From an optimization exercise on the open Yosys and OpenROAD flow, aimed at small area and a short achievable clock period; shortcuts taken in it are not production practice. Where RTL was checked, it was by simulation tests only, not by an equivalence proof against the original. Power and IR drop assume default switching activity.

==> inputs of build 98 <==
==> flow/design.v <==
module aish_merge #(
	parameter NB = 16
) (
	input  [8*NB-1:0] a,
	input  [8*NB-1:0] b,
	input  [8*NB-1:0] c,
	input  [NB-1:0]   sa,
	input  [NB-1:0]   sb,
	input  [NB-1:0]   sc,
	output [8*NB-1:0] y
);
	genvar j;
	generate
		for (j = 0; j < NB; j = j + 1) begin : g_byte
			assign y[8*j +: 8] = ~((a[8*j +: 8] & {8{sa[j]}}) |
			                       (b[8*j +: 8] & {8{sb[j]}}) |
			                       (c[8*j +: 8] & {8{sc[j]}}));
		end
	endgenerate
endmodule
module aish_rot #(
	parameter NB  = 16,
	parameter SH  = 1,
	parameter INV = 1
) (
	input  [8*NB-1:0] a,
	input             s,
	output [8*NB-1:0] y
);
	wire [8*NB-1:0] r = {a[8*SH-1:0], a[8*NB-1:8*SH]};
	wire [8*NB-1:0] m = s ? r : a;
	assign y = INV ? ~m : m;
endmodule
module aish_thermo16 (
	input  [15:0] x,
	output [15:0] t
);
	function [3:0] sort4;
		input [3:0] v;
		begin
			sort4[0] = |v;
			sort4[1] = (v[0] & v[1]) | (v[0] & v[2]) | (v[0] & v[3]) |
			           (v[1] & v[2]) | (v[1] & v[3]) | (v[2] & v[3]);
			sort4[2] = (v[0] & v[1] & v[2]) | (v[0] & v[1] & v[3]) |
			           (v[0] & v[2] & v[3]) | (v[1] & v[2] & v[3]);
			sort4[3] = &v;
		end
	endfunction
	function [7:0] add44;
		input [3:0] a;
		input [3:0] b;
		integer m, i;
		reg [4:0] ae, be;
		begin
			ae = {a, 1'b1};
			be = {b, 1'b1};
			for (m = 1; m <= 8; m = m + 1) begin
				add44[m-1] = 1'b0;
				for (i = 0; i <= 4; i = i + 1)
					if (m - i >= 0 && m - i <= 4 && i <= 4)
						add44[m-1] = add44[m-1] | (ae[i] & be[m-i]);
			end
		end
	endfunction
	function [15:0] add88;
		input [7:0] a;
		input [7:0] b;
		integer m, i;
		reg [8:0] ae, be;
		begin
			ae = {a, 1'b1};
			be = {b, 1'b1};
			for (m = 1; m <= 16; m = m + 1) begin
				add88[m-1] = 1'b0;
				for (i = 0; i <= 8; i = i + 1)
					if (m - i >= 0 && m - i <= 8)
						add88[m-1] = add88[m-1] | (ae[i] & be[m-i]);
			end
		end
	endfunction
	wire [3:0] n0 = sort4(x[3:0]);
	wire [3:0] n1 = sort4(x[7:4]);
	wire [3:0] n2 = sort4(x[11:8]);
	wire [3:0] n3 = sort4(x[15:12]);
	assign t = add88(add44(n0, n1), add44(n2, n3));
endmodule
module axi_stream_insert_header #(
	parameter DATA_WD = 128,
	parameter DATA_BYTE_WD = DATA_WD / 8
) (
	input                           clk,
	input                           rst_n,
	input                           valid_in,
	input      [DATA_WD-1 : 0]      data_in,
	input      [DATA_BYTE_WD-1 : 0] keep_in,
	input                           last_in,
	output reg                      ready_in,
	input                           valid_insert,
	input      [DATA_WD-1 : 0]      header_insert,
	input      [DATA_BYTE_WD-1 : 0] keep_insert,
	output reg                      ready_insert,
	output                          valid_out,
	output     [DATA_WD-1 : 0]      data_out,
	output     [DATA_BYTE_WD-1 : 0] keep_out,
	output                          last_out,
	input                           ready_out
);
	localparam NB = DATA_BYTE_WD;
	reg               rdy_prev;    
	reg               rdy_prev2;   
	reg [DATA_WD-1:0] data_d;      
	reg [DATA_WD-1:0] merged_n;    
	reg [4:0]         hdr_cnt;     
	reg [4:0]         keep_cnt;    
	reg [3:0]         rot;         
	wire start = ready_out & valid_insert & valid_in;
	wire up    = ready_in & ~rdy_prev;
	wire [4:0] shift;
	wire [15:0] ins_t;
	aish_thermo16 u_ins_t (.x(keep_insert), .t(ins_t));
	wire [4:0] ins_cnt;
	assign ins_cnt[4] = ins_t[15];
	assign ins_cnt[3] = ins_t[7] & ~ins_t[15];
	assign ins_cnt[2] = (ins_t[3] & ~ins_t[7]) | (ins_t[11] & ~ins_t[15]);
	assign ins_cnt[1] = (ins_t[1] & ~ins_t[3]) | (ins_t[5] & ~ins_t[7]) |
	                    (ins_t[9] & ~ins_t[11]) | (ins_t[13] & ~ins_t[15]);
	assign ins_cnt[0] = (ins_t[0] & ~ins_t[1]) | (ins_t[2] & ~ins_t[3]) |
	                    (ins_t[4] & ~ins_t[5]) | (ins_t[6] & ~ins_t[7]) |
	                    (ins_t[8] & ~ins_t[9]) | (ins_t[10] & ~ins_t[11]) |
	                    (ins_t[12] & ~ins_t[13]) | (ins_t[14] & ~ins_t[15]);
	assign shift = up ? ins_cnt : hdr_cnt;
	reg [NB-1:0] low, sel_in, sel_hdr, sel_prev;
	integer j;
	always @(*) begin
		for (j = 0; j < NB; j = j + 1) begin
			low[j]      = up ? ins_t[j] : (hdr_cnt > j);
			sel_in[j]   = ~low[j];
			sel_hdr[j]  = low[j] & up;
			sel_prev[j] = low[j] & ~up;
		end
	end
	wire [DATA_WD-1:0] merged_n_d;
	aish_merge #(.NB(NB)) u_merge (
		.a(data_in), .b(header_insert), .c(data_d),
		.sa(sel_in), .sb(sel_hdr), .sc(sel_prev), .y(merged_n_d));
	wire [DATA_WD-1:0] r0, r1, r2;
	aish_rot #(.NB(NB), .SH(1), .INV(1)) u_rot0 (.a(merged_n), .s(rot[0]), .y(r0));
	aish_rot #(.NB(NB), .SH(2), .INV(1)) u_rot1 (.a(r0),       .s(rot[1]), .y(r1));
	aish_rot #(.NB(NB), .SH(4), .INV(1)) u_rot2 (.a(r1),       .s(rot[2]), .y(r2));
	aish_rot #(.NB(NB), .SH(8), .INV(0)) u_rot3 (.a(r2),       .s(rot[3]), .y(data_out));
	wire [5:0] end_cnt = hdr_cnt + keep_cnt;
	reg [NB-1:0] last_keep;
	integer k;
	always @(*) begin
		for (k = 0; k < NB; k = k + 1)
			last_keep[k] = (end_cnt >= 2 * NB - k);
	end
	assign valid_out = rdy_prev | rdy_prev2;
	assign last_out  = rdy_prev2 & ~rdy_prev;
	assign keep_out  = rdy_prev ? {NB{1'b1}} : last_keep;
	always @(posedge clk or negedge rst_n) begin
		if (~rst_n) begin
			ready_in     <= 1'b0;
			ready_insert <= 1'b0;
			rdy_prev     <= 1'b0;
			rdy_prev2    <= 1'b0;
		end else begin
			if (last_in)
				ready_in <= 1'b0;
			else if (start)
				ready_in <= 1'b1;
			if (ready_in)
				ready_insert <= 1'b0;
			else if (start)
				ready_insert <= 1'b1;
			rdy_prev  <= ready_in;
			rdy_prev2 <= rdy_prev;
		end
	end
	always @(posedge clk) begin
		data_d   <= data_in;
		merged_n <= merged_n_d;
		rot      <= shift[3:0];
		if (up)
			hdr_cnt <= ins_cnt;
		if (ready_in)
			keep_cnt <= $countones(keep_in);
	end
endmodule
==> flow/flow/run.sh <==
#!/bin/bash
# Standard layout, with plain buf_1 cells as the port buffers and timing repair aiming well below the period.
set -euo pipefail
bash standard.sh 'BUFFER_PORTS_ARGS=-buffer_cell sky130_fd_sc_hd__buf_1' SETUP_SLACK_MARGIN=22 finish > make.log 2>&1
==> flow/standard.sh <==
#!/bin/bash
# synth_recipe.tcl (not shown) runs the flow's synth.tcl, then flattens the netlist and writes it again
# the make line also repeats each setting of config.mk as NAME=value (left out here)
make -C /OpenROAD-flow-scripts/flow DESIGN_CONFIG=/design/flow/config.mk WORK_HOME=/design/flow/orfs CLKGATE_MAP_FILE= SYNTH_SCRIPT=/design/flow/synth_recipe.tcl "${@:-finish}"
==> flow/config.mk <==
export PLATFORM = sky130hd
export DESIGN_NAME = axi_stream_insert_header
export DESIGN_NICKNAME = axi_stream_insert_header
export VERILOG_FILES = /design/flow/design.v
export SDC_FILE = /design/flow/constraint.sdc
export NUM_CORES = 4
export LEC_CHECK = 0
export CAP_MARGIN = 20
export CORE_MARGIN = 2
export CORE_UTILIZATION = 50
export CTS_BUF_LIST = sky130_fd_sc_hd__clkbuf_4
export SLEW_MARGIN = 20
export SYNTH_HIERARCHICAL = 1
==> flow/constraint.sdc <==
create_clock -name core_clock -period 30.0 [get_ports {clk}]
set_input_delay 6.0000 -clock core_clock [delete_from_list [all_inputs] [get_ports {clk}]]
set_output_delay 6.0000 -clock core_clock [all_outputs]
set_load 0.01 [all_outputs]
==> inputs of trial 51, as changes to build 98 <==
--- a/flow/design.v
+++ b/flow/design.v
@@ -21,14 +21,15 @@
 module aish_rot #(
 	parameter NB  = 16,
 	parameter SH  = 1,
-	parameter INV = 1
+	parameter INV = 1,
+	parameter SN  = 0
 ) (
 	input  [8*NB-1:0] a,
 	input             s,
 	output [8*NB-1:0] y
 );
 	wire [8*NB-1:0] r = {a[8*SH-1:0], a[8*NB-1:8*SH]};
-	wire [8*NB-1:0] m = s ? r : a;
+	wire [8*NB-1:0] m = (SN ? ~s : s) ? r : a;
 	assign y = INV ? ~m : m;
 endmodule
 module aish_thermo16 (
@@ -109,10 +110,27 @@
 	reg               rdy_prev;    
 	reg               rdy_prev2;   
 	reg [DATA_WD-1:0] data_d;      
-	reg [DATA_WD-1:0] merged_n;    
+	reg [DATA_WD-1:0] merged;      
 	reg [4:0]         hdr_cnt;     
 	reg [4:0]         keep_cnt;    
-	reg [3:0]         rot;         
+	reg [5:0]         end_cnt;     
+	reg [2:0]         rot_n;       
+	wire [1:0] in_c2 [0:7];
+	wire [2:0] in_c4 [0:3];
+	wire [3:0] in_c8 [0:1];
+	genvar g;
+	generate
+		for (g = 0; g < 8; g = g + 1) begin : g_c2
+			assign in_c2[g] = keep_in[2*g] + keep_in[2*g+1];
+		end
+		for (g = 0; g < 4; g = g + 1) begin : g_c4
+			assign in_c4[g] = in_c2[2*g] + in_c2[2*g+1];
+		end
+		for (g = 0; g < 2; g = g + 1) begin : g_c8
+			assign in_c8[g] = in_c4[2*g] + in_c4[2*g+1];
+		end
+	endgenerate
+	wire [4:0] in_cnt = in_c8[0] + in_c8[1];
 	wire start = ready_out & valid_insert & valid_in;
 	wire up    = ready_in & ~rdy_prev;
 	wire [4:0] shift;
@@ -139,16 +157,15 @@
 			sel_prev[j] = low[j] & ~up;
 		end
 	end
-	wire [DATA_WD-1:0] merged_n_d;
+	wire [DATA_WD-1:0] merged_n_d, merged_d;
 	aish_merge #(.NB(NB)) u_merge (
 		.a(data_in), .b(header_insert), .c(data_d),
 		.sa(sel_in), .sb(sel_hdr), .sc(sel_prev), .y(merged_n_d));
-	wire [DATA_WD-1:0] r0, r1, r2;
-	aish_rot #(.NB(NB), .SH(1), .INV(1)) u_rot0 (.a(merged_n), .s(rot[0]), .y(r0));
-	aish_rot #(.NB(NB), .SH(2), .INV(1)) u_rot1 (.a(r0),       .s(rot[1]), .y(r1));
-	aish_rot #(.NB(NB), .SH(4), .INV(1)) u_rot2 (.a(r1),       .s(rot[2]), .y(r2));
-	aish_rot #(.NB(NB), .SH(8), .INV(0)) u_rot3 (.a(r2),       .s(rot[3]), .y(data_out));
-	wire [5:0] end_cnt = hdr_cnt + keep_cnt;
+	aish_rot #(.NB(NB), .SH(8), .INV(1)) u_rot3 (.a(merged_n_d), .s(shift[3]), .y(merged_d));
+	wire [DATA_WD-1:0] r0, r1;
+	aish_rot #(.NB(NB), .SH(1), .INV(1), .SN(1)) u_rot0 (.a(merged), .s(rot_n[0]), .y(r0));
+	aish_rot #(.NB(NB), .SH(2), .INV(1), .SN(1)) u_rot1 (.a(r0),     .s(rot_n[1]), .y(r1));
+	aish_rot #(.NB(NB), .SH(4), .INV(0), .SN(1)) u_rot2 (.a(r1),     .s(rot_n[2]), .y(data_out));
 	reg [NB-1:0] last_keep;
 	integer k;
 	always @(*) begin
@@ -179,11 +196,11 @@
 	end
 	always @(posedge clk) begin
 		data_d   <= data_in;
-		merged_n <= merged_n_d;
-		rot      <= shift[3:0];
+		merged   <= merged_d;
+		rot_n    <= ~shift[2:0];
 		if (up)
 			hdr_cnt <= ins_cnt;
-		if (ready_in)
-			keep_cnt <= $countones(keep_in);
-	end
-endmodule
+		keep_cnt <= in_cnt;
+		end_cnt  <= hdr_cnt + keep_cnt;
+	end
+endmodule
==> flow/flow/run.sh (replaced) <==
#!/bin/bash
# Standard layout, with plain buf_1 cells as the port buffers and timing repair aiming well below the period.
set -euo pipefail
bash standard.sh 'BUFFER_PORTS_ARGS=-buffer_cell sky130_fd_sc_hd__buf_1' SETUP_SLACK_MARGIN=21 finish > make.log 2>&1
Settings changed: CORE_UTILIZATION 50 to 45, CTS_BUF_LIST sky130_fd_sc_hd__clkbuf_4 to not set, CTS_CLUSTER_DIAMETER set to 90, CTS_CLUSTER_SIZE set to 24.
==> inputs of trial 78, as changes to build 98 <==
==> flow/design.v (replaced) <==
module aish_merge #(
	parameter NB = 16
) (
	input  [8*NB-1:0] a,
	input  [8*NB-1:0] b,
	input  [8*NB-1:0] c,
	input  [NB-1:0]   sa,
	input  [NB-1:0]   sb,
	input  [NB-1:0]   sc,
	output [8*NB-1:0] y
);
	genvar j;
	generate
		for (j = 0; j < NB; j = j + 1) begin : g_byte
			assign y[8*j +: 8] = ~((a[8*j +: 8] & {8{sa[j]}}) |
			                       (b[8*j +: 8] & {8{sb[j]}}) |
			                       (c[8*j +: 8] & {8{sc[j]}}));
		end
	endgenerate
endmodule
module aish_rot #(
	parameter NB  = 16,
	parameter SH  = 1,
	parameter INV = 1
) (
	input  [8*NB-1:0] a,
	input             s,
	output [8*NB-1:0] y
);
	wire [8*NB-1:0] r = {a[8*SH-1:0], a[8*NB-1:8*SH]};
	wire [8*NB-1:0] m = s ? r : a;
	assign y = INV ? ~m : m;
endmodule
module axi_stream_insert_header #(
	parameter DATA_WD = 128,
	parameter DATA_BYTE_WD = DATA_WD / 8
) (
	input                           clk,
	input                           rst_n,
	input                           valid_in,
	input      [DATA_WD-1 : 0]      data_in,
	input      [DATA_BYTE_WD-1 : 0] keep_in,
	input                           last_in,
	output reg                      ready_in,
	input                           valid_insert,
	input      [DATA_WD-1 : 0]      header_insert,
	input      [DATA_BYTE_WD-1 : 0] keep_insert,
	output reg                      ready_insert,
	output                          valid_out,
	output     [DATA_WD-1 : 0]      data_out,
	output     [DATA_BYTE_WD-1 : 0] keep_out,
	output                          last_out,
	input                           ready_out
);
	localparam NB = DATA_BYTE_WD;
	reg               rdy_prev;    
	reg               rdy_prev2;   
	reg [DATA_WD-1:0] data_d;      
	reg [DATA_WD-1:0] merged_n;    
	reg [4:0]         hdr_cnt;     
	reg [5:0]         end_cnt;     
	function [4:0] popcount;
		input [NB-1:0] x;
		integer n;
		begin
			popcount = 0;
			for (n = 0; n < NB; n = n + 1)
				popcount = popcount + x[n];
		end
	endfunction
	wire start = ready_out & valid_insert & valid_in;
	wire up    = ready_in & ~rdy_prev;
	wire [4:0] ins_cnt = popcount(keep_insert);
	wire [4:0] shift   = up ? ins_cnt : hdr_cnt;
	reg [NB-1:0] sel_in, sel_hdr, sel_prev;
	integer j;
	always @(*) begin
		for (j = 0; j < NB; j = j + 1) begin
			sel_in[j]   = (j >= shift);
			sel_hdr[j]  = (j < shift) & up;
			sel_prev[j] = (j < shift) & ~up;
		end
	end
	wire [DATA_WD-1:0] merged_n_d;
	aish_merge #(.NB(NB)) u_merge (
		.a(data_in), .b(header_insert), .c(data_d),
		.sa(sel_in), .sb(sel_hdr), .sc(sel_prev), .y(merged_n_d));
	wire [DATA_WD-1:0] r0, r1, r2;
	aish_rot #(.NB(NB), .SH(1), .INV(1)) u_rot0 (.a(merged_n), .s(hdr_cnt[0]), .y(r0));
	aish_rot #(.NB(NB), .SH(2), .INV(1)) u_rot1 (.a(r0),       .s(hdr_cnt[1]), .y(r1));
	aish_rot #(.NB(NB), .SH(4), .INV(1)) u_rot2 (.a(r1),       .s(hdr_cnt[2]), .y(r2));
	aish_rot #(.NB(NB), .SH(8), .INV(0)) u_rot3 (.a(r2),       .s(hdr_cnt[3]), .y(data_out));
	reg [NB-1:0] last_keep;
	integer k;
	always @(*) begin
		for (k = 0; k < NB; k = k + 1)
			last_keep[k] = (end_cnt >= 2 * NB - k);
	end
	assign valid_out = rdy_prev | rdy_prev2;
	assign last_out  = rdy_prev2 & ~rdy_prev;
	assign keep_out  = rdy_prev ? {NB{1'b1}} : last_keep;
	always @(posedge clk or negedge rst_n) begin
		if (~rst_n) begin
			ready_in     <= 1'b0;
			ready_insert <= 1'b0;
			rdy_prev     <= 1'b0;
			rdy_prev2    <= 1'b0;
		end else begin
			if (last_in)
				ready_in <= 1'b0;
			else if (start)
				ready_in <= 1'b1;
			if (ready_in)
				ready_insert <= 1'b0;
			else if (start)
				ready_insert <= 1'b1;
			rdy_prev  <= ready_in;
			rdy_prev2 <= rdy_prev;
		end
	end
	always @(posedge clk) begin
		data_d   <= data_in;
		merged_n <= merged_n_d;
		if (up)
			hdr_cnt <= ins_cnt;
		if (ready_in)
			end_cnt <= shift + popcount(keep_in);
	end
endmodule
==> flow/flow/run.sh (replaced) <==
#!/bin/bash
# Standard layout, with plain buf_1 cells as the port buffers and timing repair aiming well below the period.
set -euo pipefail
bash standard.sh 'BUFFER_PORTS_ARGS=-buffer_cell sky130_fd_sc_hd__buf_1' SETUP_SLACK_MARGIN=21 finish > make.log 2>&1
Settings changed: CORE_UTILIZATION 50 to 30, CTS_BUF_LIST sky130_fd_sc_hd__clkbuf_4 to not set.
==> comparison <==
Clock power, lowest first: trial 51, build 98, trial 78. Sequential cell count: trial 51 > trial 78 > build 98. Combinational power, lowest first: build 98, trial 51, trial 78. Maximum frequency: trial 78 < build 98 < trial 51. The lowest power belongs to build 98, the highest to trial 78.
==> figures <==
quantity                                                             trial 51        trial 78        build 98
Run status                                                     finished clean  finished clean  finished clean
Met1 capacity usage during global routing                              36.47%          32.23%          42.41%
Final Net Count                                                         2,059           2,069           2,130
Share of synthesized registers carrying an async set or reset          1.434%          1.476%          1.481%
Wire length of the first global-routing pass                         77.46 mm        90.71 mm        83.10 mm
Sw Pwr                                                            0.0007341 W      0.001501 W     0.0004042 W
Crit Reg-Reg Startpoint                                              rdy_prev        ready_in        ready_in
Capture point of the critical path                              data_out[100]      end_cnt[5]    data_out[37]
Core ar.                                                           34,460 um2      49,760 um2      30,510 um2
Clk cell area share                                                    2.878%          6.025%          4.250%
Well Taps                                                                 455             672             396
Setup WS post-layout                                                21,110 ps       18,830 ps       20,960 ps
For build 98 and trial 51, only the layout was checked, not whether the RTL still works.

-- port drivers added, routing unchanged --
The flow's constraints put no driver on any port. The routed layouts listed below were extracted and timed again, unchanged, in two steps.
Step 1 (the two cells are an assumption about what drives the block):
set clk [get_ports {clk}]
set_driving_cell -lib_cell sky130_fd_sc_hd__clkbuf_16 $clk
set_driving_cell -lib_cell sky130_fd_sc_hd__buf_2 [delete_from_list [all_inputs] $clk]
Step 2 also shifts input and output timing later by t, the mid clock arrival at the registers, as if the neighbouring blocks saw the same clock.
a / b / c = no drivers / after step 1 / after step 2; a / b = the first two.
| run | shift t [ns] | slack for setup (ns) | worst setup path at the end |
|---|---|---|---|
| build 98 | 0.746 | 20.956 / 20.907 / 20.810 | input to register |
| trial 51 | 0.558 | 21.111 / 21.059 / 20.585 | input to register |
| trial 78 | 0.589 | 18.831 / 18.837 / 18.248 | input to register |
After both steps setup and hold are still met in every run listed. The setup slack of trial 78, which loses most, moves by +0.006 ns with the drivers and by -0.583 ns with both steps.
